From an optimization exercise on the open Yosys and OpenROAD flow, aimed at small area, a short achievable clock period and few clock cycles per item; shortcuts taken in it are not production practice. Only simulation tests tie the RTL to the original design; equivalence was not proved. Power figures rest on the tool's default switching activity, not on a simulated workload.

// dot
module dot(input logic clk, input logic rst_n,
          output logic slave_waitrequest,
          input logic [3:0] slave_address,
          input logic slave_read, output logic [31:0] slave_readdata,
          input logic slave_write, input logic [31:0] slave_writedata,
          input logic master_waitrequest,
          output logic [31:0] master_address,
          output logic master_read, input logic [31:0] master_readdata, input logic master_readdatavalid,
          output logic master_write, output logic [31:0] master_writedata);
For scale: about 2600 cells after synthesis, ~320 flip-flops, roughly 170 I/O pins.
==> flow/config.mk <==
export PLATFORM = sky130hd
export DESIGN_NAME = dot
export DESIGN_NICKNAME = dot
export VERILOG_FILES = /design/flow/design.v
export SDC_FILE = /design/flow/constraint.sdc
export NUM_CORES = 4
export LEC_CHECK = 0
export CAP_MARGIN = 20
export CORE_MARGIN = 2
export CORE_UTILIZATION = 55
export PLACE_DENSITY = 0.7
export SLEW_MARGIN = 20
export SYNTH_HIERARCHICAL = 1
export SYNTH_MINIMUM_KEEP_SIZE = 0
==> flow/constraint.sdc <==
create_clock -name core_clock -period 11.0 [get_ports {clk}]
set_input_delay 2.2000 -clock core_clock [delete_from_list [all_inputs] [get_ports {clk}]]
set_output_delay 2.2000 -clock core_clock [all_outputs]
set_load 0.01 [all_outputs]
standard.sh (not shown) runs the stock make flow with config.mk's settings and CLKGATE_MAP_FILE= SYNTH_SCRIPT=/design/flow/synth_recipe.tcl, a recipe that flattens the netlist after the stock synthesis.
==> flow/flow/run.sh <==
#!/bin/bash
export SETUP_SLACK_MARGIN=7.2
bash standard.sh > standard.log 2>&1
Testbench counts at the start, summed over its fixed seeds: cycles 91,778, items 45,420.
Rerun with:
==> flow/flow/run.sh (replaced) <==
#!/bin/bash
export SETUP_SLACK_MARGIN=7
bash standard.sh > standard.log 2>&1
--- a/flow/config.mk
+++ b/flow/config.mk
@@ -7,7 +7,7 @@
 export LEC_CHECK = 0
-export CAP_MARGIN = 20
+export CAP_MARGIN = 50
 export CORE_MARGIN = 2
-export CORE_UTILIZATION = 55
-export PLACE_DENSITY = 0.7
-export SLEW_MARGIN = 20
+export CORE_UTILIZATION = 40
+export PLACE_DENSITY = 0.6
+export SLEW_MARGIN = 75
 export SYNTH_HIERARCHICAL = 1
Outcome:
- The new run produced a clean layout
- cell count grows by about 9%
- setup slack loses 0.16 ns
- clock skew barely changes
- critical path depth increases by 3
- clock power rose by about 7%
- die area grows by 37%
- hold slack barely changes
- wire length fell by 2.7%
Rerun with:
--- a/flow/config.mk
+++ b/flow/config.mk
@@ -7,7 +7,7 @@
 export LEC_CHECK = 0
-export CAP_MARGIN = 50
+export CAP_MARGIN = 20
 export CORE_MARGIN = 2
-export CORE_UTILIZATION = 40
-export PLACE_DENSITY = 0.6
-export SLEW_MARGIN = 75
+export CORE_UTILIZATION = 55
+export PLACE_DENSITY = 0.7
+export SLEW_MARGIN = 20
 export SYNTH_HIERARCHICAL = 1
After rerunning: Wire length barely changes; core utilization goes up by 15 points; global-route usage goes up by 9.6 points; synthesized area stays the same; via count goes up by 3.3%; setup slack got worse by 0.021 ns; clock power goes down by about 7%; flip-flop and latch count does not change; design area goes down by about 5%.
Rerun with:
==> flow/flow/run.sh (replaced) <==
#!/bin/bash
export SETUP_SLACK_MARGIN=7.3
bash standard.sh > standard.log 2>&1
--- a/flow/config.mk
+++ b/flow/config.mk
@@ -7,7 +7,7 @@
 export LEC_CHECK = 0
-export CAP_MARGIN = 20
+export CAP_MARGIN = 50
 export CORE_MARGIN = 2
-export CORE_UTILIZATION = 55
-export PLACE_DENSITY = 0.7
-export SLEW_MARGIN = 20
+export CORE_UTILIZATION = 40
+export PLACE_DENSITY = 0.6
+export SLEW_MARGIN = 75
 export SYNTH_HIERARCHICAL = 1
Total power went up by 6.0%.
Global-route usage went down by 9.3 points.
Cell area went up by 8.4%.
Clock power went up by about 7%.
Via count went down by 0.85%.
Worst hold slack hardly moves.
Sequential share of layout area went down by 1.5 points.
Non-clock buffer count went up by 116.
Worst setup slack is better by 0.11 ns.
Critical path depth went up by 1.
Routed wire length went up by 3.4%.


dot again, from the RTL that the note above started with.
export LEC_CHECK = 0
export CAP_MARGIN = 20
export CORE_MARGIN = 2
export CORE_UTILIZATION = 55
export CTS_CLUSTER_DIAMETER = 60
export CTS_CLUSTER_SIZE = 28
export PLACE_DENSITY = 0.7
export SLEW_MARGIN = 20
export SYNTH_HIERARCHICAL = 1
export SYNTH_MINIMUM_KEEP_SIZE = 0
create_clock -name core_clock -period 11.0 [get_ports {clk}]
==> flow/flow/run.sh <==
#!/bin/bash
export SETUP_SLACK_MARGIN=7
bash standard.sh > standard.log 2>&1
Testbench counts at the start, summed over its fixed seeds: cycles 91,778, items 45,420.
Rerun with:
Settings changed: ABC_AREA from default to 1, CTS_CLUSTER_DIAMETER 60 to 70, CTS_CLUSTER_SIZE 28 to 22.
The changed run passed the timing, DRC and antenna checks.
Worst setup slack loses 96 ps.
Synthesized cell count rose by 11%.
Clock power barely changes.
Global-route usage goes up by 2.3 points.
Power rises by 12%.
Final cell count is higher by 11%.
Synthesized area rose by 0.39%.
Routed wire length rose by 6.5%.
Design area goes up by 2.7%.
Rerun with:
==> flow/flow/run.sh (replaced) <==
#!/bin/bash
export SETUP_SLACK_MARGIN=7.2
bash standard.sh > standard.log 2>&1
Settings changed: ABC_AREA 1 to default, CAP_MARGIN 20 to 50, CTS_CLUSTER_DIAMETER 70 to default, CTS_CLUSTER_SIZE 22 to default, SLEW_MARGIN 20 to 75.
Result: The new run finished with timing, DRC and antenna clean; synthesized area shrinks by 0.39%; final area grows by 4.4%; core utilization grows by 3.0 points; routed wire length shrinks by 1.3%; non-clock buffer count grows by 90; power shrinks by 4.5%; worst setup slack gains 210 ps.
Rerun with:
==> flow/flow/run.sh (replaced) <==
#!/bin/bash
export SETUP_SLACK_MARGIN=7
bash standard.sh > standard.log 2>&1
Settings changed: CAP_MARGIN 50 to 20, CORE_UTILIZATION 55 to 65, CTS_CLUSTER_DIAMETER from default to 70, CTS_CLUSTER_SIZE from default to 22, PLACE_DENSITY 0.7 to 0.8, SLEW_MARGIN 75 to 20.
After rerunning: The new run went through all stages and came out clean; via count went down by 1.1%; critical path depth decreases by 2; combinational power went down by 7.3%; utilization is higher by 6.4 points.

static timing again, ports no longer ideal:
No port has a modelled driver above. Below, the same layouts with a new extraction and two added sets of constraints. Step 1 assumes that a clkbuf_16 drives the clock port and a buf_2 every other input. Step 2 times the ports against the registers' clock, not the clock port: input delays grow and output delays shrink by t, the midpoint of the rising clock arrivals with the driver on. Three values: ideal ports, drivers, drivers and shift; two values: the first two.
run | t, ns | slack for setup (ns) | worst setup path after step 2 | clock arrival spread, ns
the first run of note 1 | 0.617 | 7.158 / 7.133 / 6.632 | input to register | 0.023 / 0.023
the second run of note 1 | 0.623 | 6.993 / 6.967 / 6.528 | input to register | 0.022 / 0.022
the third run of note 1 | 0.611 | 6.972 / 6.949 / 6.425 | input to register | 0.030 / 0.031
the fourth run of note 1 | 0.631 | 7.085 / 7.085 / 6.688 | input to register | 0.038 / 0.038
the first run of note 2 | 0.670 | 6.939 / 6.882 / 6.428 | input to register | 0.037 / 0.037
the second run of note 2 | 0.653 | 6.844 / 6.844 / 6.580 | input to register | 0.022 / 0.022
the third run of note 2 | 0.622 | 7.051 / 7.051 / 6.637 | input to register | 0.026 / 0.026
the fourth run of note 2 | 0.605 | 6.937 / 6.937 / 6.374 | input to register | 0.022 / 0.021
After both steps every run listed still meets setup and hold. For the fourth run of note 2, which loses most, drivers alone change the setup slack by 0.000 ns; drivers and shift together by -0.563 ns.
